Context: an optimization exercise on an open-source flow, tuned for small area. The choices shown serve that exercise and are no tape-out recipe.
At most, simulation tests tie the RTL to the original design; equivalence was not proved.
Only the layout flow was run in run 1; the RTL was not checked for function there.

==> flow/design.v (outline; a module is shown in full before it is edited, if it fits) <==
// module multiplier: 4664 lines
// module fa_cell: 4 lines
// module fa1_cell: 4 lines
// module ha_cell: 4 lines
// module mul_unit: 48 lines
module mul_unit (
    input wire clk,
    input wire A_flag,
    input wire U_flag,
    input wire LongMul,
    input wire [31:0] Rm_data,
    input wire [31:0] Rs_data,
    input wire [31:0] Rn_data,
    input wire [31:0] RdHi_data,
    input wire [31:0] RdLo_data,
    input wire [3:0] cpsr_flags,
    output wire [31:0] result_lo,
    output wire [31:0] result_hi,
    output wire [3:0] flags_out
);
  // ...
==> flow/flow/run.sh <==
#!/bin/bash
set -euo pipefail
bash standard.sh "BUFFER_PORTS_ARGS=-buffer_cell sky130_fd_sc_hd__buf_1" "CTS_ARGS=-sink_clustering_enable -repair_clock_nets -dont_use_dummy_load -buf_list sky130_fd_sc_hd__clkbuf_8" finish > standard_flow.log 2>&1
==> flow/standard.sh <==
#!/bin/bash
# synth_recipe.tcl (not shown) runs the flow's synth.tcl, then flattens the netlist and writes it again
# the make line also repeats each setting of config.mk as NAME=value (left out here)
make -C /OpenROAD-flow-scripts/flow DESIGN_CONFIG=/design/flow/config.mk WORK_HOME=/design/flow/orfs CLKGATE_MAP_FILE= SYNTH_SCRIPT=/design/flow/synth_recipe.tcl "${@:-finish}"
==> flow/config.mk <==
export PLATFORM = sky130hd
export DESIGN_NAME = mul_unit
export DESIGN_NICKNAME = mul_unit
export VERILOG_FILES = /design/flow/design.v
export SDC_FILE = /design/flow/constraint.sdc
export NUM_CORES = 4
export LEC_CHECK = 0
export ABC_AREA = 1
export CAP_MARGIN = 20
export CORE_MARGIN = 2
export CORE_UTILIZATION = 40
export SLEW_MARGIN = 20
export SYNTH_HIERARCHICAL = 1
export SYNTH_MINIMUM_KEEP_SIZE = 0
==> flow/constraint.sdc <==
create_clock -name core_clock -period 14.0 [get_ports {clk}]
set_input_delay 2.8000 -clock core_clock [delete_from_list [all_inputs] [get_ports {clk}]]
set_output_delay 2.8000 -clock core_clock [all_outputs]
set_load 0.01 [all_outputs]
==> impl_metrics.ini, run 1 <==
[yosys]
ys_types = 28
yosys-top-cells-count = 569 x fa_1, 568 x xor2_1, 511 x o22ai_1
synth_xor_area_share_pct = 18.28
synth_edf_count = 0

[timing]
hold_viol = 0
max_freq_mhz = 75.40
drv_slew = 0

[floorplanning]
dieArea_um2 = 71120
rows = 96
core_area_um2 = 68470

[run_status]
outcome = complete, no violations

[clock_network]
cts.sinks = 134

[grt]
use_met1_pct = 34.01
grt_start_max_net_pins = 37
overflow = 0

[critical_path]
path_class = input port to flop
cp_slowest_cell = fa_1
max_stage_delay_ns = 0.51

[finish]
stdcell_area_um2 = 29540
antenna_cells = 1
final_core_util_pct = 43.15
top_area_cell_class = multi-input gates

[drt]
drc = 0

[worst_hold_path]
min_path_type = flop to flop
==> inputs of run 2 (changes only) <==
--- a/flow/design.v
+++ b/flow/design.v
@@ -4167,505 +4167,520 @@
 wire n3597 = n2503 ^ n3596;
 wire n3598 = n3596 & n2503;
 wire n3599 = n2513 ^ n3598;
 wire n3600 = n3598 & n2513;
 wire n3601 = n2523 ^ n3600;
 wire n3602 = n3600 & n2523;
 wire n3603;
 wire n3604;
-fa_cell u557 (.a(n2524), .b(n2535), .c(n3602), .s(n3603), .co(n3604));
-wire n3605 = n2547 ^ n3604;
-wire n3606 = n3604 & n2547;
-wire n3607 = n2561 ^ n3606;
-wire n3608 = n2561 & n3606;
-wire n3609 = n2575 ^ n3608;
-wire n3610 = n2575 & n2561;
-wire n3611 = n3610 & n3606;
-wire n3612 = n2591 ^ n3611;
-wire n3613 = n2591 & n3611;
-wire n3614 = n2607 ^ n3613;
-wire n3615 = n2607 & n2591;
-wire n3616 = n3615 & n3611;
-wire n3617;
-wire n3618;
-ha_cell u558 (.a(n2626), .b(n2643), .s(n3617), .co(n3618));
-wire n3619 = n2625 ^ n3616;
-wire n3620 = n2625 & n3616;
-wire n3621 = n3617 ^ n3620;
-wire n3622 = n3617 & n2625;
-wire n3623 = n3622 & n3616;
-wire n3624 = n3618 | n3623;
-wire n3625 = n2663 ^ n3624;
-wire n3626 = n2663 & n3624;
-wire n3627 = n2683 ^ n3626;
-wire n3628 = n2683 & n2663;
-wire n3629 = n3628 & n3624;
-wire n3630 = n2705 ^ n3629;
-wire n3631 = n2705 & n3629;
-wire n3632 = n2727 ^ n3631;
-wire n3633 = n2727 & n2705;
-wire n3634 = n3633 & n3629;
-wire n3635;
-wire n3636;
-ha_cell u559 (.a(n2728), .b(n2751), .s(n3635), .co(n3636));
-wire n3637 = n3635 ^ n3634;
-wire n3638 = n3635 & n3634;
-wire n3639 = n3636 | n3638;
-wire n3640 = n2775 ^ n3639;
-wire n3641 = n2775 & n3636;
-wire n3642 = n2775 & n3635;
-wire n3643 = n3642 & n3634;
-wire n3644 = n3641 | n3643;
-wire n3645 = n2801 ^ n3644;
-wire n3646 = n2801 & n3644;
-wire n3647 = n2827 ^ n3646;
-wire n3648 = n2827 & n2801;
-wire n3649 = n3648 & n3644;
-wire n3650;
-wire n3651;
-ha_cell u560 (.a(n2856), .b(n2883), .s(n3650), .co(n3651));
-wire n3652 = n2855 ^ n3649;
-wire n3653 = n2855 & n3649;
-wire n3654 = n3650 ^ n3653;
-wire n3655 = n3650 & n2855;
-wire n3656 = n3655 & n3649;
-wire n3657 = n3651 | n3656;
-wire n3658 = n2913 ^ n3657;
-wire n3659 = n2913 & n3657;
-wire n3660 = n2943 ^ n3659;
-wire n3661 = n2943 & n2913;
-wire n3662 = n3661 & n3657;
-wire n3663;
-wire n3664;
-fa_cell u561 (.a(n2944), .b(n2973), .c(n3662), .s(n3663), .co(n3664));
-wire n3665 = n3579 ^ n6;
-wire n3666 = n3579 & n6;
-wire n3667;
-wire n3668;
-fa_cell u562 (.a(n3581), .b(n9), .c(n3666), .s(n3667), .co(n3668));
+ha_cell u557 (.a(n2524), .b(n2535), .s(n3603), .co(n3604));
+wire n3605 = n3603 ^ n3602;
+wire n3606 = n3603 & n3602;
+wire n3607 = n3604 | n3606;
+wire n3608 = n2547 ^ n3607;
+wire n3609 = n2547 & n3604;
+wire n3610 = n2547 & n3603;
+wire n3611 = n3610 & n3602;
+wire n3612 = n3609 | n3611;
+wire n3613 = n2561 ^ n3612;
+wire n3614 = n2561 & n3612;
+wire n3615 = n2575 ^ n3614;
+wire n3616 = n2575 & n2561;
+wire n3617 = n3616 & n3612;
+wire n3618 = n2591 ^ n3617;
+wire n3619 = n2591 & n3617;
+wire n3620 = n2607 ^ n3619;
+wire n3621 = n2607 & n2591;
+wire n3622 = n3621 & n3617;
+wire n3623;
+wire n3624;
+ha_cell u558 (.a(n2626), .b(n2643), .s(n3623), .co(n3624));
+wire n3625 = n2625 ^ n3622;
+wire n3626 = n2625 & n3622;
+wire n3627 = n3623 ^ n3626;
+wire n3628 = n3623 & n2625;
+wire n3629 = n3628 & n3622;
+wire n3630 = n3624 | n3629;
+wire n3631 = n2663 ^ n3630;
+wire n3632 = n2663 & n3630;
+wire n3633 = n2683 ^ n3632;
+wire n3634 = n2683 & n2663;
+wire n3635 = n3634 & n3630;
+wire n3636 = n2705 ^ n3635;
+wire n3637 = n2705 & n3635;
+wire n3638 = n2727 ^ n3637;
+wire n3639 = n2727 & n2705;
+wire n3640 = n3639 & n3635;
+wire n3641;
+wire n3642;
+ha_cell u559 (.a(n2728), .b(n2751), .s(n3641), .co(n3642));
+wire n3643 = n3641 ^ n3640;
+wire n3644 = n3641 & n3640;
+wire n3645 = n3642 | n3644;
+wire n3646 = n2775 ^ n3645;
+wire n3647 = n2775 & n3642;
+wire n3648 = n2775 & n3641;
+wire n3649 = n3648 & n3640;
+wire n3650 = n3647 | n3649;
+wire n3651 = n2801 ^ n3650;
+wire n3652 = n2801 & n3650;
+wire n3653 = n2827 ^ n3652;
+wire n3654 = n2827 & n2801;
+wire n3655 = n3654 & n3650;
+wire n3656;
+wire n3657;
+ha_cell u560 (.a(n2856), .b(n2883), .s(n3656), .co(n3657));
+wire n3658 = n2855 ^ n3655;
+wire n3659 = n2855 & n3655;
+wire n3660 = n3656 ^ n3659;
+wire n3661 = n3656 & n2855;
+wire n3662 = n3661 & n3655;
+wire n3663 = n3657 | n3662;
+wire n3664 = n2913 ^ n3663;
+wire n3665 = n2913 & n3663;
+wire n3666 = n2943 ^ n3665;
+wire n3667 = n2943 & n2913;
+wire n3668 = n3667 & n3663;
 wire n3669;
 wire n3670;
-fa_cell u563 (.a(n3583), .b(n12), .c(n3668), .s(n3669), .co(n3670));
-wire n3671;
-wire n3672;
-fa_cell u564 (.a(n3585), .b(n15), .c(n3670), .s(n3671), .co(n3672));
+fa_cell u561 (.a(n2944), .b(n2973), .c(n3668), .s(n3669), .co(n3670));
+wire n3671 = n3579 ^ n6;
+wire n3672 = n3579 & n6;
 wire n3673;
 wire n3674;
-fa_cell u565 (.a(n3587), .b(n18), .c(n3672), .s(n3673), .co(n3674));
+fa_cell u562 (.a(n3581), .b(n9), .c(n3672), .s(n3673), .co(n3674));
 wire n3675;
 wire n3676;
-fa_cell u566 (.a(n3589), .b(n21), .c(n3674), .s(n3675), .co(n3676));
+fa_cell u563 (.a(n3583), .b(n12), .c(n3674), .s(n3675), .co(n3676));
 wire n3677;
 wire n3678;
-fa_cell u567 (.a(n3591), .b(n24), .c(n3676), .s(n3677), .co(n3678));
+fa_cell u564 (.a(n3585), .b(n15), .c(n3676), .s(n3677), .co(n3678));
 wire n3679;
 wire n3680;
-fa_cell u568 (.a(n3593), .b(n27), .c(n3678), .s(n3679), .co(n3680));
+fa_cell u565 (.a(n3587), .b(n18), .c(n3678), .s(n3679), .co(n3680));
 wire n3681;
 wire n3682;
-fa_cell u569 (.a(n3595), .b(n30), .c(n3680), .s(n3681), .co(n3682));
+fa_cell u566 (.a(n3589), .b(n21), .c(n3680), .s(n3681), .co(n3682));
 wire n3683;
 wire n3684;
-fa_cell u570 (.a(n3597), .b(n33), .c(n3682), .s(n3683), .co(n3684));
+fa_cell u567 (.a(n3591), .b(n24), .c(n3682), .s(n3683), .co(n3684));
 wire n3685;
 wire n3686;
-fa_cell u571 (.a(n3599), .b(n36), .c(n3684), .s(n3685), .co(n3686));
+fa_cell u568 (.a(n3593), .b(n27), .c(n3684), .s(n3685), .co(n3686));
 wire n3687;
 wire n3688;
-fa_cell u572 (.a(n3601), .b(n39), .c(n3686), .s(n3687), .co(n3688));
+fa_cell u569 (.a(n3595), .b(n30), .c(n3686), .s(n3687), .co(n3688));
 wire n3689;
 wire n3690;
-fa_cell u573 (.a(n3603), .b(n42), .c(n3688), .s(n3689), .co(n3690));
+fa_cell u570 (.a(n3597), .b(n33), .c(n3688), .s(n3689), .co(n3690));
 wire n3691;
 wire n3692;
-fa_cell u574 (.a(n3605), .b(n45), .c(n3690), .s(n3691), .co(n3692));
+fa_cell u571 (.a(n3599), .b(n36), .c(n3690), .s(n3691), .co(n3692));
 wire n3693;
 wire n3694;
-ha_cell u575 (.a(n3607), .b(n48), .s(n3693), .co(n3694));
+fa_cell u572 (.a(n3601), .b(n39), .c(n3692), .s(n3693), .co(n3694));
 wire n3695;
 wire n3696;
-ha_cell u576 (.a(n3609), .b(n51), .s(n3695), .co(n3696));
-wire n3697 = n3693 ^ n3692;
-wire n3698 = n3693 & n3692;
-wire n3699 = n3694 | n3698;
-wire n3700 = n3695 ^ n3699;
-wire n3701 = n3695 & n3694;
-wire n3702 = n3696 | n3701;
-wire n3703 = n3695 & n3693;
-wire n3704 = n3703 & n3692;
-wire n3705 = n3702 | n3704;
-wire n3706;
-wire n3707;
-ha_cell u577 (.a(n3612), .b(n54), .s(n3706), .co(n3707));
+ha_cell u573 (.a(n3605), .b(n42), .s(n3695), .co(n3696));
+wire n3697;
+wire n3698;
+ha_cell u574 (.a(n3608), .b(n45), .s(n3697), .co(n3698));
+wire n3699 = n3695 ^ n3694;
+wire n3700 = n3695 & n3694;
+wire n3701 = n3696 | n3700;
+wire n3702 = n3697 ^ n3701;
+wire n3703 = n3697 & n3696;
+wire n3704 = n3698 | n3703;
+wire n3705 = n3697 & n3695;
+wire n3706 = n3705 & n3694;
+wire n3707 = n3704 | n3706;
 wire n3708;
 wire n3709;
-ha_cell u578 (.a(n3614), .b(n57), .s(n3708), .co(n3709));
-wire n3710 = n3706 ^ n3705;
-wire n3711 = n3706 & n3705;
-wire n3712 = n3707 | n3711;
-wire n3713 = n3708 ^ n3712;
-wire n3714 = n3708 & n3707;
-wire n3715 = n3709 | n3714;
-wire n3716 = n3708 & n3706;
-wire n3717 = n3716 & n3705;
-wire n3718 = n3715 | n3717;
-wire n3719;
-wire n3720;
-ha_cell u579 (.a(n3619), .b(n60), .s(n3719), .co(n3720));
+ha_cell u575 (.a(n3613), .b(n48), .s(n3708), .co(n3709));
+wire n3710;
+wire n3711;
+ha_cell u576 (.a(n3615), .b(n51), .s(n3710), .co(n3711));
+wire n3712 = n3708 ^ n3707;
+wire n3713 = n3708 & n3707;
+wire n3714 = n3709 | n3713;
+wire n3715 = n3710 ^ n3714;
+wire n3716 = n3710 & n3709;
+wire n3717 = n3711 | n3716;
+wire n3718 = n3710 & n3708;
+wire n3719 = n3718 & n3707;
+wire n3720 = n3717 | n3719;
 wire n3721;
 wire n3722;
-ha_cell u580 (.a(n3621), .b(n63), .s(n3721), .co(n3722));
-wire n3723 = n3719 ^ n3718;
-wire n3724 = n3719 & n3718;
-wire n3725 = n3720 | n3724;
-wire n3726 = n3721 ^ n3725;
-wire n3727 = n3721 & n3720;
-wire n3728 = n3722 | n3727;
-wire n3729 = n3721 & n3719;
-wire n3730 = n3729 & n3718;
-wire n3731 = n3728 | n3730;
-wire n3732;
-wire n3733;
-ha_cell u581 (.a(n3625), .b(n66), .s(n3732), .co(n3733));
+ha_cell u577 (.a(n3618), .b(n54), .s(n3721), .co(n3722));
+wire n3723;
+wire n3724;
+ha_cell u578 (.a(n3620), .b(n57), .s(n3723), .co(n3724));
+wire n3725 = n3721 ^ n3720;
+wire n3726 = n3721 & n3720;
+wire n3727 = n3722 | n3726;
+wire n3728 = n3723 ^ n3727;
+wire n3729 = n3723 & n3722;
+wire n3730 = n3724 | n3729;
+wire n3731 = n3723 & n3721;
+wire n3732 = n3731 & n3720;
+wire n3733 = n3730 | n3732;
 wire n3734;
 wire n3735;
-ha_cell u582 (.a(n3627), .b(n69), .s(n3734), .co(n3735));
-wire n3736 = n3732 ^ n3731;
-wire n3737 = n3732 & n3731;
-wire n3738 = n3733 | n3737;
-wire n3739 = n3734 ^ n3738;
-wire n3740 = n3734 & n3733;
-wire n3741 = n3735 | n3740;
-wire n3742 = n3734 & n3732;
-wire n3743 = n3742 & n3731;
-wire n3744 = n3741 | n3743;
-wire n3745;
-wire n3746;
-ha_cell u583 (.a(n3630), .b(n72), .s(n3745), .co(n3746));
+ha_cell u579 (.a(n3625), .b(n60), .s(n3734), .co(n3735));
+wire n3736;
+wire n3737;
+ha_cell u580 (.a(n3627), .b(n63), .s(n3736), .co(n3737));
+wire n3738 = n3734 ^ n3733;
+wire n3739 = n3734 & n3733;
+wire n3740 = n3735 | n3739;
+wire n3741 = n3736 ^ n3740;
+wire n3742 = n3736 & n3735;
+wire n3743 = n3737 | n3742;
+wire n3744 = n3736 & n3734;
+wire n3745 = n3744 & n3733;
+wire n3746 = n3743 | n3745;
 wire n3747;
 wire n3748;
-ha_cell u584 (.a(n3632), .b(n75), .s(n3747), .co(n3748));
-wire n3749 = n3745 ^ n3744;
-wire n3750 = n3745 & n3744;
-wire n3751 = n3746 | n3750;
-wire n3752 = n3747 ^ n3751;
-wire n3753 = n3747 & n3746;
-wire n3754 = n3748 | n3753;
-wire n3755 = n3747 & n3745;
-wire n3756 = n3755 & n3744;
-wire n3757 = n3754 | n3756;
-wire n3758;
-wire n3759;
-ha_cell u585 (.a(n3637), .b(n78), .s(n3758), .co(n3759));
+ha_cell u581 (.a(n3631), .b(n66), .s(n3747), .co(n3748));
+wire n3749;
+wire n3750;
+ha_cell u582 (.a(n3633), .b(n69), .s(n3749), .co(n3750));
+wire n3751 = n3747 ^ n3746;
+wire n3752 = n3747 & n3746;
+wire n3753 = n3748 | n3752;
+wire n3754 = n3749 ^ n3753;
+wire n3755 = n3749 & n3748;
+wire n3756 = n3750 | n3755;
+wire n3757 = n3749 & n3747;
+wire n3758 = n3757 & n3746;
+wire n3759 = n3756 | n3758;
 wire n3760;
 wire n3761;
-ha_cell u586 (.a(n3640), .b(n81), .s(n3760), .co(n3761));
-wire n3762 = n3758 ^ n3757;
-wire n3763 = n3758 & n3757;
-wire n3764 = n3759 | n3763;
-wire n3765 = n3760 ^ n3764;
-wire n3766 = n3760 & n3759;
-wire n3767 = n3761 | n3766;
-wire n3768 = n3760 & n3758;
-wire n3769 = n3768 & n3757;
-wire n3770 = n3767 | n3769;
-wire n3771;
-wire n3772;
-ha_cell u587 (.a(n3645), .b(n84), .s(n3771), .co(n3772));
+ha_cell u583 (.a(n3636), .b(n72), .s(n3760), .co(n3761));
+wire n3762;
+wire n3763;
+ha_cell u584 (.a(n3638), .b(n75), .s(n3762), .co(n3763));
+wire n3764 = n3760 ^ n3759;
+wire n3765 = n3760 & n3759;
+wire n3766 = n3761 | n3765;
+wire n3767 = n3762 ^ n3766;
+wire n3768 = n3762 & n3761;
+wire n3769 = n3763 | n3768;
+wire n3770 = n3762 & n3760;
+wire n3771 = n3770 & n3759;
+wire n3772 = n3769 | n3771;
 wire n3773;
 wire n3774;
-ha_cell u588 (.a(n3647), .b(n87), .s(n3773), .co(n3774));
-wire n3775 = n3771 ^ n3770;
-wire n3776 = n3771 & n3770;
-wire n3777 = n3772 | n3776;
-wire n3778 = n3773 ^ n3777;
-wire n3779 = n3773 & n3772;
-wire n3780 = n3774 | n3779;
-wire n3781 = n3773 & n3771;
-wire n3782 = n3781 & n3770;
-wire n3783 = n3780 | n3782;
-wire n3784;
-wire n3785;
-ha_cell u589 (.a(n3652), .b(n90), .s(n3784), .co(n3785));
+ha_cell u585 (.a(n3643), .b(n78), .s(n3773), .co(n3774));
+wire n3775;
+wire n3776;
+ha_cell u586 (.a(n3646), .b(n81), .s(n3775), .co(n3776));
+wire n3777 = n3773 ^ n3772;
+wire n3778 = n3773 & n3772;
+wire n3779 = n3774 | n3778;
+wire n3780 = n3775 ^ n3779;
+wire n3781 = n3775 & n3774;
+wire n3782 = n3776 | n3781;
+wire n3783 = n3775 & n3773;
+wire n3784 = n3783 & n3772;
+wire n3785 = n3782 | n3784;
 wire n3786;
 wire n3787;
-ha_cell u590 (.a(n3654), .b(n93), .s(n3786), .co(n3787));
-wire n3788 = n3784 ^ n3783;
-wire n3789 = n3784 & n3783;
-wire n3790 = n3785 | n3789;
-wire n3791 = n3786 ^ n3790;
-wire n3792 = n3786 & n3785;
-wire n3793 = n3787 | n3792;
-wire n3794 = n3786 & n3784;
-wire n3795 = n3794 & n3783;
-wire n3796 = n3793 | n3795;
-wire n3797;
-wire n3798;
-ha_cell u591 (.a(n3658), .b(n96), .s(n3797), .co(n3798));
+ha_cell u587 (.a(n3651), .b(n84), .s(n3786), .co(n3787));
+wire n3788;
+wire n3789;
+ha_cell u588 (.a(n3653), .b(n87), .s(n3788), .co(n3789));
+wire n3790 = n3786 ^ n3785;
+wire n3791 = n3786 & n3785;
+wire n3792 = n3787 | n3791;
+wire n3793 = n3788 ^ n3792;
+wire n3794 = n3788 & n3787;
+wire n3795 = n3789 | n3794;
+wire n3796 = n3788 & n3786;
+wire n3797 = n3796 & n3785;
+wire n3798 = n3795 | n3797;
 wire n3799;
 wire n3800;
-ha_cell u592 (.a(n3660), .b(n99), .s(n3799), .co(n3800));
-wire n3801 = n3797 ^ n3796;
-wire n3802 = n3797 & n3796;
-wire n3803 = n3798 | n3802;
-wire n3804 = n3799 ^ n3803;
-wire n3805 = n3799 & n3798;
-wire n3806 = n3800 | n3805;
-wire n3807 = n3799 & n3797;
-wire n3808 = n3807 & n3796;
-wire n3809 = n3806 | n3808;
-wire n3810;
-wire n3811;
-fa_cell u593 (.a(n3663), .b(n100), .c(n3809), .s(n3810), .co(n3811));
+ha_cell u589 (.a(n3658), .b(n90), .s(n3799), .co(n3800));
+wire n3801;
+wire n3802;
+ha_cell u590 (.a(n3660), .b(n93), .s(n3801), .co(n3802));
+wire n3803 = n3799 ^ n3798;
+wire n3804 = n3799 & n3798;
+wire n3805 = n3800 | n3804;
+wire n3806 = n3801 ^ n3805;
+wire n3807 = n3801 & n3800;
+wire n3808 = n3802 | n3807;
+wire n3809 = n3801 & n3799;
+wire n3810 = n3809 & n3798;
+wire n3811 = n3808 | n3810;
 wire n3812;
 wire n3813;
-fa_cell u594 (.a(n3007), .b(n3664), .c(n3811), .s(n3812), .co(n3813));
+ha_cell u591 (.a(n3664), .b(n96), .s(n3812), .co(n3813));
 wire n3814;
 wire n3815;
-ha_cell u595 (.a(n3042), .b(n3073), .s(n3814), .co(n3815));
-wire n3816 = n3041 ^ n3813;
-wire n3817 = n3041 & n3813;
-wire n3818 = n3814 ^ n3817;
-wire n3819 = n3814 & n3041;
-wire n3820 = n3819 & n3813;
+ha_cell u592 (.a(n3666), .b(n99), .s(n3814), .co(n3815));
+wire n3816 = n3812 ^ n3811;
+wire n3817 = n3812 & n3811;
+wire n3818 = n3813 | n3817;
+wire n3819 = n3814 ^ n3818;
+wire n3820 = n3814 & n3813;
 wire n3821 = n3815 | n3820;
-wire n3822;
-wire n3823;
-ha_cell u596 (.a(n3106), .b(n3135), .s(n3822), .co(n3823));
-wire n3824 = n3105 ^ n3821;
-wire n3825 = n3105 & n3821;
-wire n3826 = n3822 ^ n3825;
-wire n3827 = n3822 & n3105;
-wire n3828 = n3827 & n3815;
-wire n3829 = n3823 | n3828;
-wire n3830 = n3827 & n3819;
-wire n3831 = n3830 & n3813;
-wire n3832 = n3829 | n3831;
-wire n3833;
-wire n3834;
-ha_cell u597 (.a(n3166), .b(n3193), .s(n3833), .co(n3834));
-wire n3835 = n3165 ^ n3832;
-wire n3836 = n3165 & n3832;
-wire n3837 = n3833 ^ n3836;
-wire n3838 = n3833 & n3165;
-wire n3839 = n3838 & n3829;
-wire n3840 = n3834 | n3839;
-wire n3841 = n3838 & n3830;
-wire n3842 = n3841 & n3813;
-wire n3843 = n3840 | n3842;
-wire n3844;
-wire n3845;
-ha_cell u598 (.a(n3222), .b(n3247), .s(n3844), .co(n3845));
-wire n3846 = n3221 ^ n3843;
-wire n3847 = n3221 & n3843;
-wire n3848 = n3844 ^ n3847;
-wire n3849 = n3844 & n3221;
-wire n3850 = n3849 & n3840;
-wire n3851 = n3845 | n3850;
-wire n3852 = n3849 & n3841;
-wire n3853 = n3852 & n3813;
-wire n3854 = n3851 | n3853;
-wire n3855;
-wire n3856;
-ha_cell u599 (.a(n3274), .b(n3297), .s(n3855), .co(n3856));
-wire n3857 = n3273 ^ n3854;
-wire n3858 = n3273 & n3854;
-wire n3859 = n3855 ^ n3858;
-wire n3860 = n3855 & n3273;
-wire n3861 = n3860 & n3851;
-wire n3862 = n3856 | n3861;
-wire n3863 = n3860 & n3852;
-wire n3864 = n3863 & n3813;
-wire n3865 = n3862 | n3864;
-wire n3866;
-wire n3867;
-ha_cell u600 (.a(n3322), .b(n3343), .s(n3866), .co(n3867));
-wire n3868 = n3321 ^ n3865;
-wire n3869 = n3321 & n3865;
-wire n3870 = n3866 ^ n3869;
-wire n3871 = n3866 & n3321;
-wire n3872 = n3871 & n3862;
-wire n3873 = n3867 | n3872;
-wire n3874 = n3871 & n3863;
-wire n3875 = n3874 & n3813;
-wire n3876 = n3873 | n3875;
-wire n3877;
-wire n3878;
-ha_cell u601 (.a(n3366), .b(n3385), .s(n3877), .co(n3878));
-wire n3879 = n3365 ^ n3876;
-wire n3880 = n3365 & n3876;
-wire n3881 = n3877 ^ n3880;
-wire n3882 = n3877 & n3365;
-wire n3883 = n3882 & n3873;
-wire n3884 = n3878 | n3883;
-wire n3885 = n3882 & n3874;
-wire n3886 = n3885 & n3813;
-wire n3887 = n3884 | n3886;
-wire n3888;
-wire n3889;
-ha_cell u602 (.a(n3406), .b(n3423), .s(n3888), .co(n3889));
-wire n3890 = n3405 ^ n3887;
-wire n3891 = n3405 & n3887;
-wire n3892 = n3888 ^ n3891;
-wire n3893 = n3888 & n3405;
-wire n3894 = n3893 & n3884;
-wire n3895 = n3889 | n3894;
-wire n3896 = n3893 & n3885;
-wire n3897 = n3896 & n3813;
-wire n3898 = n3895 | n3897;
-wire n3899;
-wire n3900;
-ha_cell u603 (.a(n3442), .b(n3457), .s(n3899), .co(n3900));
-wire n3901 = n3441 ^ n3898;
-wire n3902 = n3441 & n3898;
-wire n3903 = n3899 ^ n3902;
-wire n3904 = n3899 & n3441;
-wire n3905 = n3904 & n3895;
-wire n3906 = n3900 | n3905;
-wire n3907 = n3904 & n3896;
-wire n3908 = n3907 & n3813;
-wire n3909 = n3906 | n3908;
-wire n3910;
-wire n3911;
-ha_cell u604 (.a(n3474), .b(n3487), .s(n3910), .co(n3911));
-wire n3912 = n3473 ^ n3909;
-wire n3913 = n3473 & n3909;
-wire n3914 = n3910 ^ n3913;
-wire n3915 = n3910 & n3473;
-wire n3916 = n3915 & n3906;
-wire n3917 = n3911 | n3916;
-wire n3918 = n3915 & n3907;
-wire n3919 = n3918 & n3813;
-wire n3920 = n3917 | n3919;
-wire n3921;
-wire n3922;
-ha_cell u605 (.a(n3502), .b(n3513), .s(n3921), .co(n3922));
-wire n3923 = n3501 ^ n3920;
-wire n3924 = n3501 & n3920;
-wire n3925 = n3921 ^ n3924;
-wire n3926 = n3921 & n3501;
-wire n3927 = n3926 & n3917;
-wire n3928 = n3922 | n3927;
-wire n3929 = n3926 & n3918;
-wire n3930 = n3929 & n3813;
-wire n3931 = n3928 | n3930;
-wire n3932;
-wire n3933;
-ha_cell u606 (.a(n3526), .b(n3535), .s(n3932), .co(n3933));
-wire n3934 = n3525 ^ n3931;
-wire n3935 = n3525 & n3931;
-wire n3936 = n3932 ^ n3935;
-wire n3937 = n3932 & n3525;
-wire n3938 = n3937 & n3928;
-wire n3939 = n3933 | n3938;
-wire n3940 = n3937 & n3929;
-wire n3941 = n3940 & n3813;
-wire n3942 = n3939 | n3941;
-wire n3943;
-wire n3944;
-ha_cell u607 (.a(n3546), .b(n3553), .s(n3943), .co(n3944));
-wire n3945 = n3545 ^ n3942;
-wire n3946 = n3545 & n3942;
-wire n3947 = n3943 ^ n3946;
-wire n3948 = n3943 & n3545;
-wire n3949 = n3948 & n3939;
-wire n3950 = n3944 | n3949;
-wire n3951 = n3948 & n3940;
-wire n3952 = n3951 & n3813;
-wire n3953 = n3950 | n3952;
-wire n3954;
-wire n3955;
-ha_cell u608 (.a(n3562), .b(n3567), .s(n3954), .co(n3955));
-wire n3956 = n3561 ^ n3953;
-wire n3957 = n3561 & n3953;
-wire n3958 = n3954 ^ n3957;
-wire n3959 = n3954 & n3561;
-wire n3960 = n3959 & n3950;
-wire n3961 = n3955 | n3960;
-wire n3962 = n3959 & n3951;
-wire n3963 = n3962 & n3813;
-wire n3964 = n3961 | n3963;
-wire n3965;
-wire n3966;
-ha_cell u609 (.a(n3574), .b(n3577), .s(n3965), .co(n3966));
-wire n3967 = n3573 ^ n3964;
-wire n3968 = n3573 & n3964;
-wire n3969 = n3965 ^ n3968;
-wire n3970 = n3965 & n3573;
-wire n3971 = n3970 & n3961;
-wire n3972 = n3966 | n3971;
-wire n3973 = n3970 & n3962;
-wire n3974 = n3973 & n3813;
-wire n3975 = n3972 | n3974;
-assign res[0] = n3665;
-assign res[1] = n3667;
-assign res[2] = n3669;
-assign res[3] = n3671;
-assign res[4] = n3673;
-assign res[5] = n3675;
-assign res[6] = n3677;
-assign res[7] = n3679;
-assign res[8] = n3681;
-assign res[9] = n3683;
-assign res[10] = n3685;
-assign res[11] = n3687;
-assign res[12] = n3689;
-assign res[13] = n3691;
-assign res[14] = n3697;
-assign res[15] = n3700;
-assign res[16] = n3710;
-assign res[17] = n3713;
-assign res[18] = n3723;
-assign res[19] = n3726;
-assign res[20] = n3736;
-assign res[21] = n3739;
-assign res[22] = n3749;
-assign res[23] = n3752;
-assign res[24] = n3762;
-assign res[25] = n3765;
-assign res[26] = n3775;
-assign res[27] = n3778;
-assign res[28] = n3788;
-assign res[29] = n3791;
-assign res[30] = n3801;
-assign res[31] = n3804;
-assign res[32] = n3810;
-assign res[33] = n3812;
-assign res[34] = n3816;
-assign res[35] = n3818;
-assign res[36] = n3824;
-assign res[37] = n3826;
-assign res[38] = n3835;
-assign res[39] = n3837;
-assign res[40] = n3846;
-assign res[41] = n3848;
-assign res[42] = n3857;
-assign res[43] = n3859;
-assign res[44] = n3868;
-assign res[45] = n3870;
-assign res[46] = n3879;
-assign res[47] = n3881;
-assign res[48] = n3890;
-assign res[49] = n3892;
-assign res[50] = n3901;
-assign res[51] = n3903;
-assign res[52] = n3912;
-assign res[53] = n3914;
-assign res[54] = n3923;
-assign res[55] = n3925;
-assign res[56] = n3934;
-assign res[57] = n3936;
-assign res[58] = n3945;
-assign res[59] = n3947;
-assign res[60] = n3956;
-assign res[61] = n3958;
-assign res[62] = n3967;
-assign res[63] = n3969;
-assign prod32 = n3663;
+wire n3822 = n3814 & n3812;
+wire n3823 = n3822 & n3811;
+wire n3824 = n3821 | n3823;
+wire n3825;
+wire n3826;
+fa_cell u593 (.a(n3669), .b(n100), .c(n3824), .s(n3825), .co(n3826));
+wire n3827;
+wire n3828;
+fa_cell u594 (.a(n3007), .b(n3670), .c(n3826), .s(n3827), .co(n3828));
+wire n3829;
+wire n3830;
+ha_cell u595 (.a(n3042), .b(n3073), .s(n3829), .co(n3830));
+wire n3831 = n3041 ^ n3828;
+wire n3832 = n3041 & n3828;
+wire n3833 = n3829 ^ n3832;
+wire n3834 = n3829 & n3041;
+wire n3835 = n3834 & n3828;
+wire n3836 = n3830 | n3835;
+wire n3837;
+wire n3838;
+ha_cell u596 (.a(n3106), .b(n3135), .s(n3837), .co(n3838));
+wire n3839 = n3105 ^ n3836;
+wire n3840 = n3105 & n3836;
+wire n3841 = n3837 ^ n3840;
+wire n3842 = n3837 & n3105;
+wire n3843 = n3842 & n3830;
+wire n3844 = n3838 | n3843;
+wire n3845 = n3842 & n3834;
+wire n3846 = n3845 & n3828;
+wire n3847 = n3844 | n3846;
+wire n3848;
+wire n3849;
+ha_cell u597 (.a(n3166), .b(n3193), .s(n3848), .co(n3849));
+wire n3850 = n3165 ^ n3847;
+wire n3851 = n3165 & n3847;
+wire n3852 = n3848 ^ n3851;
+wire n3853 = n3848 & n3165;
+wire n3854 = n3853 & n3844;
+wire n3855 = n3849 | n3854;
+wire n3856 = n3853 & n3845;
+wire n3857 = n3856 & n3828;
+wire n3858 = n3855 | n3857;
+wire n3859;
+wire n3860;
+ha_cell u598 (.a(n3222), .b(n3247), .s(n3859), .co(n3860));
+wire n3861 = n3221 ^ n3858;
+wire n3862 = n3221 & n3858;
+wire n3863 = n3859 ^ n3862;
+wire n3864 = n3859 & n3221;
+wire n3865 = n3864 & n3855;
+wire n3866 = n3860 | n3865;
+wire n3867 = n3864 & n3856;
+wire n3868 = n3867 & n3828;
+wire n3869 = n3866 | n3868;
+wire n3870;
+wire n3871;
+ha_cell u599 (.a(n3274), .b(n3297), .s(n3870), .co(n3871));
+wire n3872 = n3273 ^ n3869;
+wire n3873 = n3273 & n3869;
+wire n3874 = n3870 ^ n3873;
+wire n3875 = n3870 & n3273;
+wire n3876 = n3875 & n3866;
+wire n3877 = n3871 | n3876;
+wire n3878 = n3875 & n3867;
+wire n3879 = n3878 & n3828;
+wire n3880 = n3877 | n3879;
+wire n3881;
+wire n3882;
+ha_cell u600 (.a(n3322), .b(n3343), .s(n3881), .co(n3882));
+wire n3883 = n3321 ^ n3880;
+wire n3884 = n3321 & n3880;
+wire n3885 = n3881 ^ n3884;
+wire n3886 = n3881 & n3321;
+wire n3887 = n3886 & n3877;
+wire n3888 = n3882 | n3887;
+wire n3889 = n3886 & n3878;
+wire n3890 = n3889 & n3828;
+wire n3891 = n3888 | n3890;
+wire n3892;
+wire n3893;
+ha_cell u601 (.a(n3366), .b(n3385), .s(n3892), .co(n3893));
+wire n3894 = n3365 ^ n3891;
+wire n3895 = n3365 & n3891;
+wire n3896 = n3892 ^ n3895;
+wire n3897 = n3892 & n3365;
+wire n3898 = n3897 & n3888;
+wire n3899 = n3893 | n3898;
+wire n3900 = n3897 & n3889;
+wire n3901 = n3900 & n3828;
+wire n3902 = n3899 | n3901;
+wire n3903;
+wire n3904;
+ha_cell u602 (.a(n3406), .b(n3423), .s(n3903), .co(n3904));
+wire n3905 = n3405 ^ n3902;
+wire n3906 = n3405 & n3902;
+wire n3907 = n3903 ^ n3906;
+wire n3908 = n3903 & n3405;
+wire n3909 = n3908 & n3899;
+wire n3910 = n3904 | n3909;
+wire n3911 = n3908 & n3900;
+wire n3912 = n3911 & n3828;
+wire n3913 = n3910 | n3912;
+wire n3914;
+wire n3915;
+ha_cell u603 (.a(n3442), .b(n3457), .s(n3914), .co(n3915));
+wire n3916 = n3441 ^ n3913;
+wire n3917 = n3441 & n3913;
+wire n3918 = n3914 ^ n3917;
+wire n3919 = n3914 & n3441;
+wire n3920 = n3919 & n3910;
+wire n3921 = n3915 | n3920;
+wire n3922 = n3919 & n3911;
+wire n3923 = n3922 & n3828;
+wire n3924 = n3921 | n3923;
+wire n3925;
+wire n3926;
+ha_cell u604 (.a(n3474), .b(n3487), .s(n3925), .co(n3926));
+wire n3927 = n3473 ^ n3924;
+wire n3928 = n3473 & n3924;
+wire n3929 = n3925 ^ n3928;
+wire n3930 = n3925 & n3473;
+wire n3931 = n3930 & n3921;
+wire n3932 = n3926 | n3931;
+wire n3933 = n3930 & n3922;
+wire n3934 = n3933 & n3828;
+wire n3935 = n3932 | n3934;
+wire n3936;
+wire n3937;
+ha_cell u605 (.a(n3502), .b(n3513), .s(n3936), .co(n3937));
+wire n3938 = n3501 ^ n3935;
+wire n3939 = n3501 & n3935;
+wire n3940 = n3936 ^ n3939;
+wire n3941 = n3936 & n3501;
+wire n3942 = n3941 & n3932;
+wire n3943 = n3937 | n3942;
+wire n3944 = n3941 & n3933;
+wire n3945 = n3944 & n3828;
+wire n3946 = n3943 | n3945;
+wire n3947;
+wire n3948;
+ha_cell u606 (.a(n3526), .b(n3535), .s(n3947), .co(n3948));
+wire n3949 = n3525 ^ n3946;
+wire n3950 = n3525 & n3946;
+wire n3951 = n3947 ^ n3950;
+wire n3952 = n3947 & n3525;
+wire n3953 = n3952 & n3943;
+wire n3954 = n3948 | n3953;
+wire n3955 = n3952 & n3944;
+wire n3956 = n3955 & n3828;
+wire n3957 = n3954 | n3956;
+wire n3958;
+wire n3959;
+ha_cell u607 (.a(n3546), .b(n3553), .s(n3958), .co(n3959));
+wire n3960 = n3545 ^ n3957;
+wire n3961 = n3545 & n3957;
+wire n3962 = n3958 ^ n3961;
+wire n3963 = n3958 & n3545;
+wire n3964 = n3963 & n3954;
+wire n3965 = n3959 | n3964;
+wire n3966 = n3963 & n3955;
+wire n3967 = n3966 & n3828;
+wire n3968 = n3965 | n3967;
+wire n3969;
+wire n3970;
+ha_cell u608 (.a(n3562), .b(n3567), .s(n3969), .co(n3970));
+wire n3971 = n3561 ^ n3968;
+wire n3972 = n3561 & n3968;
+wire n3973 = n3969 ^ n3972;
+wire n3974 = n3969 & n3561;
+wire n3975 = n3974 & n3965;
+wire n3976 = n3970 | n3975;
+wire n3977 = n3974 & n3966;
+wire n3978 = n3977 & n3828;
+wire n3979 = n3976 | n3978;
+wire n3980;
+wire n3981;
+ha_cell u609 (.a(n3574), .b(n3577), .s(n3980), .co(n3981));
+wire n3982 = n3573 ^ n3979;
+wire n3983 = n3573 & n3979;
+wire n3984 = n3980 ^ n3983;
+wire n3985 = n3980 & n3573;
+wire n3986 = n3985 & n3976;
+wire n3987 = n3981 | n3986;
+wire n3988 = n3985 & n3977;
+wire n3989 = n3988 & n3828;
+wire n3990 = n3987 | n3989;
+assign res[0] = n3671;
+assign res[1] = n3673;
+assign res[2] = n3675;
+assign res[3] = n3677;
+assign res[4] = n3679;
+assign res[5] = n3681;
+assign res[6] = n3683;
+assign res[7] = n3685;
+assign res[8] = n3687;
+assign res[9] = n3689;
+assign res[10] = n3691;
+assign res[11] = n3693;
+assign res[12] = n3699;
+assign res[13] = n3702;
+assign res[14] = n3712;
+assign res[15] = n3715;
+assign res[16] = n3725;
+assign res[17] = n3728;
+assign res[18] = n3738;
+assign res[19] = n3741;
+assign res[20] = n3751;
+assign res[21] = n3754;
+assign res[22] = n3764;
+assign res[23] = n3767;
+assign res[24] = n3777;
+assign res[25] = n3780;
+assign res[26] = n3790;
+assign res[27] = n3793;
+assign res[28] = n3803;
+assign res[29] = n3806;
+assign res[30] = n3816;
+assign res[31] = n3819;
+assign res[32] = n3825;
+assign res[33] = n3827;
+assign res[34] = n3831;
+assign res[35] = n3833;
+assign res[36] = n3839;
+assign res[37] = n3841;
+assign res[38] = n3850;
+assign res[39] = n3852;
+assign res[40] = n3861;
+assign res[41] = n3863;
+assign res[42] = n3872;
+assign res[43] = n3874;
+assign res[44] = n3883;
+assign res[45] = n3885;
+assign res[46] = n3894;
+assign res[47] = n3896;
+assign res[48] = n3905;
+assign res[49] = n3907;
+assign res[50] = n3916;
+assign res[51] = n3918;
+assign res[52] = n3927;
+assign res[53] = n3929;
+assign res[54] = n3938;
+assign res[55] = n3940;
+assign res[56] = n3949;
+assign res[57] = n3951;
+assign res[58] = n3960;
+assign res[59] = n3962;
+assign res[60] = n3971;
+assign res[61] = n3973;
+assign res[62] = n3982;
+assign res[63] = n3984;
+assign prod32 = n3669;
 endmodule
 module fa_cell (input wire a, input wire b, input wire c, output wire s, output wire co);
 assign s = a ^ b ^ c;
 assign co = (a & b) | (c & (a ^ b));
 endmodule
 module fa1_cell (input wire a, input wire b, output wire s, output wire co);
 assign s = ~(a ^ b);
 assign co = a | b;
==> run 2 against run 1 <==
Final area fell by 0.21%. Global-route usage fell by 0.24 points. Die area rose by 0.89%. Sequential cell count did not move. Worst setup slack improved by 0.75 ns. Largest cell class unchanged.
==> impl_metrics.ini, run 2 <==
[run_status]
outcome = complete, no violations

[critical_path]
path_class = input port to flop
crit_end = res_q[61]$_DFF_P_
critPathBufInv = 4
critPathArrivalTime_ns = 12.95
crit_cells = 44
rrSetupSlack_ns = 13.57
r2r_end = res_qq[51]$_DFF_P_
end_kind = flop
worstSetupStartpoint = Rs_data[5]
critPathTopFamily = adder cells
reg2reg_depth = 0
worstPathRequired_ns = 14.44
crit_fanout = 13
timing.rr.start = res_q[51]$_DFF_P_
start_kind = input port
path_common_cell = fa_1
cp_slowest_cell = fa_1
max_stage_delay_ns = 0.67

[clock_network]
cts_root_buf = clkbuf_8
cts_tree = yes
numCtsBuffers = 17
cts.hold.buffers_added = 0
cts_resized = 0
post-cts-setup-buffer-count = 0
cts.sinks = 134
cts_max_path_buffers = 2
path_clk_slew_ns = 0.08
insertion_delay_ns = 0.54
cts-htree-levels = 4

[timing]
relSlewSlack_pct = 24.61
drv_slew = 0
setup_viol = 0
fin_tns_setup_ns = 0
hold_viol = 0
period_share_pct = 89.35
worst_pin_slew_ns = 1.109
min_period_ns = 12.51
max_freq_mhz = 79.94
rsz0062_at_grt = no
fin_worst_skew_ns = 0.02183

[finish]
largestRegisters = res_q x64, res_qq x64
layout_common_cells = 567 x xor2_1, 566 x fa_1, 511 x o22ai_1, 214 x buf_1, 154 x inv_1
final_common_cell = xor2_1
multiInputGateArea_um2 = 23150
seqCellArea_um2 = 2683
drive_above_1_share_pct = 6.402
stdcell_area_um2 = 29480
final_core_util_pct = 42.91
final_cells = 3775
nets = 3701
fillerInstances = 6783
syn_to_final_growth_pct = 5.854

[yosys]
yosys-top-cells-count = 567 x xor2_1, 566 x fa_1, 511 x o22ai_1
synth_top_area_cell = fa_1
synthesis.area_um2 = 27850
synth_top_area_share_pct = 40.68
yosysMostFrequentCell = xor2_1
ys_types = 34
synth_area_per_cell_um2 = 9.869
synth_async_sr_flop_share_pct = 0
ys_seq_area_share_pct = 9.632
synth_cells = 2822
ys_dominant_reg_cell = dfxtp_1
synthTopCellsByArea = fa_1 41%, xor2_1 18%, o22ai_1 11%
ys_ff_latch = 134
yosysWarnings = 7
synth_edf_count = 0

[worst_hold_path]
min_path_type = flop to flop

[grt]
grt_pass1_vias = 22691
overflow = 0
grt_usage_pct = 26.59
grt_start_max_net_pins = 43
grt_pass1_wl_um = 141900
antenna_found_initial = 3

[drt]
finalWirelength_um = 94080
first_iter_violations = 2281
via_count = 22091
detail-route-antenna-nets = 0
post_drt_via_cell_ratio = 5.852
firstDrtPassIters = 5
drc = 0
wl_per_cell_um = 24.92

[floorplanning]
start_util_pct = 40.54
pin_count = 236
core_area_um2 = 68710
die_x_um = 267.9
rows = 96
fp.dieH_um = 267.9
dieArea_um2 = 71750

[placed_design]
place_inst = 3757
postPlaceCellArea_um2 = 29240
gp_congestion = 0.9691
portBuffers = 232
dpl.hpwl_um = 68220

[job]
drv_cap = 0
[run 2: cell count changes after synthesis, moves of 6 or more]
cell / delta
nand3_1: -6
buf_1: -6
clkbuf_1: +6
nand2_1: +36
inv_1: +10
[run 2: kinds of logic (layout without fill, tap and decap cells)]
family	Yosys count	after routing	synth area share [%]
mux	15	15	0.5391
xor+xnor	578	578	18.18
compound gates	549	549	12.28
other cells	1	17	0.01346
fa+ha+maj	688	688	46.17
simple gates	355	355	5.535
buf+inv	502	508	7.655
flops	134	134	9.632
[run 2: layer usage]
layer | vias up | track usage (%) | part of all wire [%]
met1 | 11179 | 34.11 | 38
met4 | 4 | 11.34 | 4.0
li1 | 9315 | - | -
met3 | 221 | 6.973 | 11
met5 | - | 0 | 0.024
met2 | 1372 | 42.49 | 47
[run 2: metrics by stage]
stage | setup slack (ns) | hold WS, ns
final | 1.491 | 0.3045
after global routing | 1.030 | 0.3052
after CTS | 1.590 | 0.3087
after detailed placement | 0.9756 | 0.3121
after global placement | 1.050 | 0.3098
after floorplan | 1.881 | 0.3096
[run 2: cell type report]
| type | instances | area share (%) |
|---|---|---|
| Clock buffer | 17 | 0.7936 |
| Antenna cell | 1 | 0.008488 |
| Inverter | 157 | 1.999 |
| Tap cell | 931 | 3.951 |
| Sequential cell | 134 | 9.099 |
| Multi-Input combinational cell | 2201 | 78.52 |
| Timing Repair Buffer | 334 | 5.628 |
[run 2: how the worst min path moves through the flow]
stage / from / slack, ns / cells after the start / to
4_1_cts: res_q[55]$_DFF_P_ / 0.31 / 0 / res_qq[55]$_DFF_P_
3_5_place_dp: res_q[35]$_DFF_P_ / 0.31 / 0 / res_qq[35]$_DFF_P_
3_3_place_gp: res_q[21]$_DFF_P_ / 0.31 / 0 / res_qq[21]$_DFF_P_
6_report: v_q$_DFF_P_ / 0.30 / 0 / v_qq$_DFF_P_
5_1_grt: res_q[13]$_DFF_P_ / 0.31 / 0 / res_qq[13]$_DFF_P_
2_1_floorplan: c_q$_DFF_P_ / 0.31 / 0 / c_qq$_DFF_P_
[run 2: Yosys stat by module, one instance, submodules excluded]
module      times used  cells inside
multiplier           1          2016
mul_unit             1           196
fa_cell            566             1
ha_cell             44             1

## separate check: timing with driven ports
In the flow no input, the clock included, has a driving cell. The finished layouts below were timed again as built, in two steps. Step 1 (the two cells are an assumption about what drives the block):
set clk [get_ports {clk}]
set_driving_cell -lib_cell sky130_fd_sc_hd__clkbuf_16 $clk
set_driving_cell -lib_cell sky130_fd_sc_hd__buf_2 [delete_from_list [all_inputs] $clk]
Step 2 also shifts input and output timing later by t, the mid clock arrival at the registers, as if the neighbouring blocks saw the same clock. Three values: no drivers, after step 1, after step 2; two values: the first two.
| run | t, ns | setup WS [ns] | hold slack, ns | worst setup path after step 2 |
|---|---|---|---|---|
| run 1 | 0.593 | 0.737 / 0.761 / 0.167 | 0.304 / 0.304 / 0.304 | input to register |
| run 2 | 0.600 | 1.491 / 1.512 / 0.912 | 0.305 / 0.305 / 0.305 | input to register |
After both steps every run listed still meets setup and hold. The setup slack of run 2, which loses most, moves by +0.021 ns with the drivers and by -0.579 ns with both steps.
